What follows belongs to an exercise in optimizing a design on an open flow for a short achievable clock period and few clock cycles; a production flow would make more cautious choices. Function was checked by simulation only, so behaviour that the tests miss may differ from the original. The flow treats the clock pin as an ideal source, which a real chip does not have. Power figures rest on the tool's default switching activity, not on a simulated workload.

==> flow/design.v (excerpt) <==
module cpu16_core (
    input  wire        clk,
    input  wire        rst,
    output wire [15:0] imem_addr,
    input  wire [15:0] imem_data,
    output wire        retire_valid,
    output wire [3:0]  retire_rd,
    output wire [15:0] retire_data
);
For scale: roughly 500 flip-flops.
clock: 8.0 ns
lec_check: 0
cap_margin: 20
core_margin: 2
core_utilization: 40
place_density: 0.6
setup_slack_margin: 5
slew_margin: 20
tns_end_percent: 100
standard.sh (not shown) runs the stock make flow with config.mk's settings and CLKGATE_MAP_FILE= SYNTH_SCRIPT=/design/flow/synth_recipe.tcl, a recipe that flattens the netlist after the stock synthesis.
==> flow/flow/run.sh <==
#!/bin/bash
set -euo pipefail
here=$(pwd)
bash standard.sh \
  SETUP_SLACK_MARGIN=6.0 \
  SYNTH_SCRIPT="$here/flow/synth.tcl" \
  ADDER_MAP_FILE= \
  PRE_CTS_TCL="$here/flow/cts_root.tcl" \
  finish > standard_flow.log 2>&1
Other scripts of this flow, unchanged in this note and not shown: flow/flow/abc_delay.script, flow/flow/cts_root.tcl, flow/flow/synth.tcl
Testbench counts at the start, summed over its fixed seeds: cycles 48,032.
Rerun with:
--- a/flow/design.v
+++ b/flow/design.v
@@ -77,38 +77,37 @@
     endgenerate
     assign SR1_OUT = t1[15];
     assign SR2_OUT = t2[15];
 endmodule
 `timescale 1ns / 1ps
 module ALU(
     input  wire [15:0] x,
     input  wire [15:0] xs,
     input  wire [15:0] k,
     input  wire [15:0] h,
     input  wire        ci,
-    input  wire [3:0]  shl_amt,
-    input  wire [3:0]  shr_amt,
+    input  wire [3:0]  shamt,
     output wire [15:0] sum,
     output wire        co,
     output wire [15:0] or_r,
     output wire [15:0] and_r,
     output wire [15:0] shl,
     output wire [15:0] shr
 );
     wire [16:0] s = {1'b0, x} + {1'b0, k} + {16'd0, ci};
     assign sum   = x ^ h ^ (s[15:0] ^ x ^ k);
     assign co    = s[16];
     assign or_r  = x | k;
     assign and_r = x & k;
-    assign shl   = xs << shl_amt;
-    assign shr   = xs >> shr_amt;
+    assign shl   = xs << shamt;
+    assign shr   = xs >> shamt;
 endmodule
 `timescale 1ns / 1ps
 module Control_Unit (
     input  wire [3:0]  src,
     input  wire        src_used,
     input  wire        v1,
     input  wire [3:0]  rd1,
     input  wire        v2,
     input  wire [3:0]  rd2,
     output wire        fwd,
     output wire        byp,
@@ -227,67 +226,64 @@
     wire [15:0] opa   = ir_b1 ? wb_data : rf1;
     wire [15:0] opb   = ir_it ? {8'd0, ir_imm} : (ir_b2 ? wb_data : rf2);
     wire [15:0] other = ir_swap ? opa : opb;
     wire        subl  = ir_sub | ir_slt;
     wire        both  = ir_f1 & ir_f2;
     wire        fx    = ir_f1 | ir_f2;
     wire [15:0] k     = other ^ {16{subl}};
     wire [15:0] h     = other ^ {16{subl & !(ir_sub & ir_swap)}};
     wire        ci    = subl & !ir_swap;
     reg [15:0] ex_a, ex_k, ex_h;
     reg        ex_ci;
-    reg [3:0]  ex_shl_r, ex_shr_r, ex_shl_a, ex_shr_a;    
+    reg [3:0]  ex_sh;
     reg        s_sum_r, s_sum_a, s_or_r, s_or_a, s_and_r, s_and_a;
     reg        s_shl_r, s_shl_a, s_shr_r, s_shr_a;
     reg        s_lt_r, s_lt_a, s_ltinv;
     reg        s_dbl, s_same;
     always @(posedge clk or posedge rst) begin
         if (rst) ex_v <= 1'b0;
         else     ex_v <= ir_v;
     end
     always @(posedge clk) begin
         ex_rd   <= ir_rd;
         ex_a    <= opa;
         ex_k    <= k;
         ex_h    <= h;
         ex_ci   <= ci;
-        ex_shl_r <= ir_imm[3:0] & {4{ir_shl & fx}};
-        ex_shr_r <= ir_imm[3:0] & {4{ir_shr & fx}};
-        ex_shl_a <= ir_imm[3:0] & {4{ir_shl & !fx}};
-        ex_shr_a <= ir_imm[3:0] & {4{ir_shr & !fx}};
+        ex_sh   <= ir_imm[3:0];
         s_sum_r <= (ir_add | ir_sub) & fx & !both;
         s_sum_a <= (ir_add | ir_sub) & !fx;
         s_or_r  <= ir_or  & fx & !both;
         s_or_a  <= ir_or  & !fx;
         s_and_r <= ir_and & fx & !both;
         s_and_a <= ir_and & !fx;
         s_shl_r <= ir_shl & fx;
         s_shl_a <= ir_shl & !fx;
         s_shr_r <= ir_shr & fx;
         s_shr_a <= ir_shr & !fx;
         s_lt_r  <= ir_slt & fx & !both;
         s_lt_a  <= ir_slt & !fx;
         s_ltinv <= !ir_swap;
         s_dbl   <= ir_add & both;
         s_same  <= (ir_or | ir_and) & both;
     end
     wire [15:0] sum_r, or_r, and_r, shl_r, shr_r;
     wire [15:0] sum_a, or_a, and_a, shl_a, shr_a;
     wire        co_r, co_a;
     ALU alu_r (
-        .x(res), .xs(res_sh), .k(ex_k), .h(ex_h), .ci(ex_ci), .shl_amt(ex_shl_r), .shr_amt(ex_shr_r),
+        .x(res), .xs(res_sh), .k(ex_k), .h(ex_h), .ci(ex_ci), .shamt(ex_sh),
         .sum(sum_r), .co(co_r), .or_r(or_r), .and_r(and_r),
         .shl(shl_r), .shr(shr_r)
     );
     ALU alu_a (
-        .x(ex_a), .xs(ex_a), .k(ex_k), .h(ex_h), .ci(ex_ci), .shl_amt(ex_shl_a), .shr_amt(ex_shr_a),
+        .x(ex_a), .xs(ex_a), .k(ex_k), .h(ex_h), .ci(ex_ci), .shamt(ex_sh),
         .sum(sum_a), .co(co_a), .or_r(or_a), .and_r(and_a),
         .shl(shl_a), .shr(shr_a)
     );
     wire lt_r = co_r ^ s_ltinv;
     wire lt_a = co_a ^ s_ltinv;
     wire [15:0] alu_result =
           ({16{s_sum_r}} & sum_r) | ({16{s_sum_a}} & sum_a)
         | ({16{s_or_r }} & or_r ) | ({16{s_or_a }} & or_a )
         | ({16{s_and_r}} & and_r) | ({16{s_and_a}} & and_a)
         | ({16{s_shl_r}} & shl_r) | ({16{s_shl_a}} & shl_a)
         | ({16{s_shr_r}} & shr_r) | ({16{s_shr_a}} & shr_a)
@@ -305,26 +301,15 @@
         if (rst) wb_v <= 1'b0;
         else     wb_v <= ex_v;
     end
     always @(posedge clk) begin
         wb_rd <= ex_rd;
         wb_we <= we_n;
         res   <= alu_result;
         res_sh   <= alu_result & {16{(ir_shl | ir_shr) & (ir_f1 | ir_f2)}};
         wb_data  <= alu_result & {16{|we_n}};
         out_data <= alu_result & {16{ex_v}};
     end
-    reg        rt_v;
-    reg [3:0]  rt_rd;
-    reg [15:0] rt_data;
-    always @(posedge clk or posedge rst) begin
-        if (rst) rt_v <= 1'b0;
-        else     rt_v <= wb_v;
-    end
-    always @(posedge clk) begin
-        rt_rd   <= wb_rd;
-        rt_data <= out_data;
-    end
-    assign retire_valid = rt_v;
-    assign retire_rd    = rt_rd;
-    assign retire_data  = rt_data;
+    assign retire_valid = wb_v;
+    assign retire_rd    = wb_rd;
+    assign retire_data  = out_data;
 endmodule
After rerunning:
- sequential share of layout area decreases by 2.1 points
- hold slack is better by 24 ps
- maximum frequency hardly moves
- utilization rises by 1.5 points
- synthesized cell count went down by 2.0%
- via count rose by 1.7%
- total power is lower by 5.2%
- area after synthesis went down by 3.4%
- setup slack is about the same
- clock-buffer cell count fell by 1
- register-to-register slack degrades by 430 ps
- die area drops by 3.4%
Testbench counts after the change, summed over its fixed seeds: cycles 48,024.

[separate check: timing with driven ports]
The flow's constraints put no driver on any port. The routed layouts listed below were extracted and timed again, unchanged, in two steps. Step 1 assumes that a clkbuf_16 drives the clock port and a buf_2 every other input. Step 2 also shifts input and output timing later by t, the mid clock arrival at the registers, as if the neighbouring blocks saw the same clock. Three values: ideal ports, drivers, drivers and shift; two values: the first two.
| run | t, ns | slack for setup (ns) | hold WS [ns] | worst setup path after step 2 | worst slew at a driven data input, ns |
|---|---|---|---|---|---|
| the first run | 0.548 | 5.486 / 5.338 / 5.486 | 0.325 / 0.325 / 0.325 | input to register | 0.07 |
| the second run | 0.528 | 5.488 / 5.352 / 5.399 | 0.348 / 0.348 / 0.348 | input to register | 0.10 |
After both steps every run listed still meets setup and hold. For the second run, which loses most, drivers alone change the setup slack by -0.136 ns; drivers and shift together by -0.089 ns.
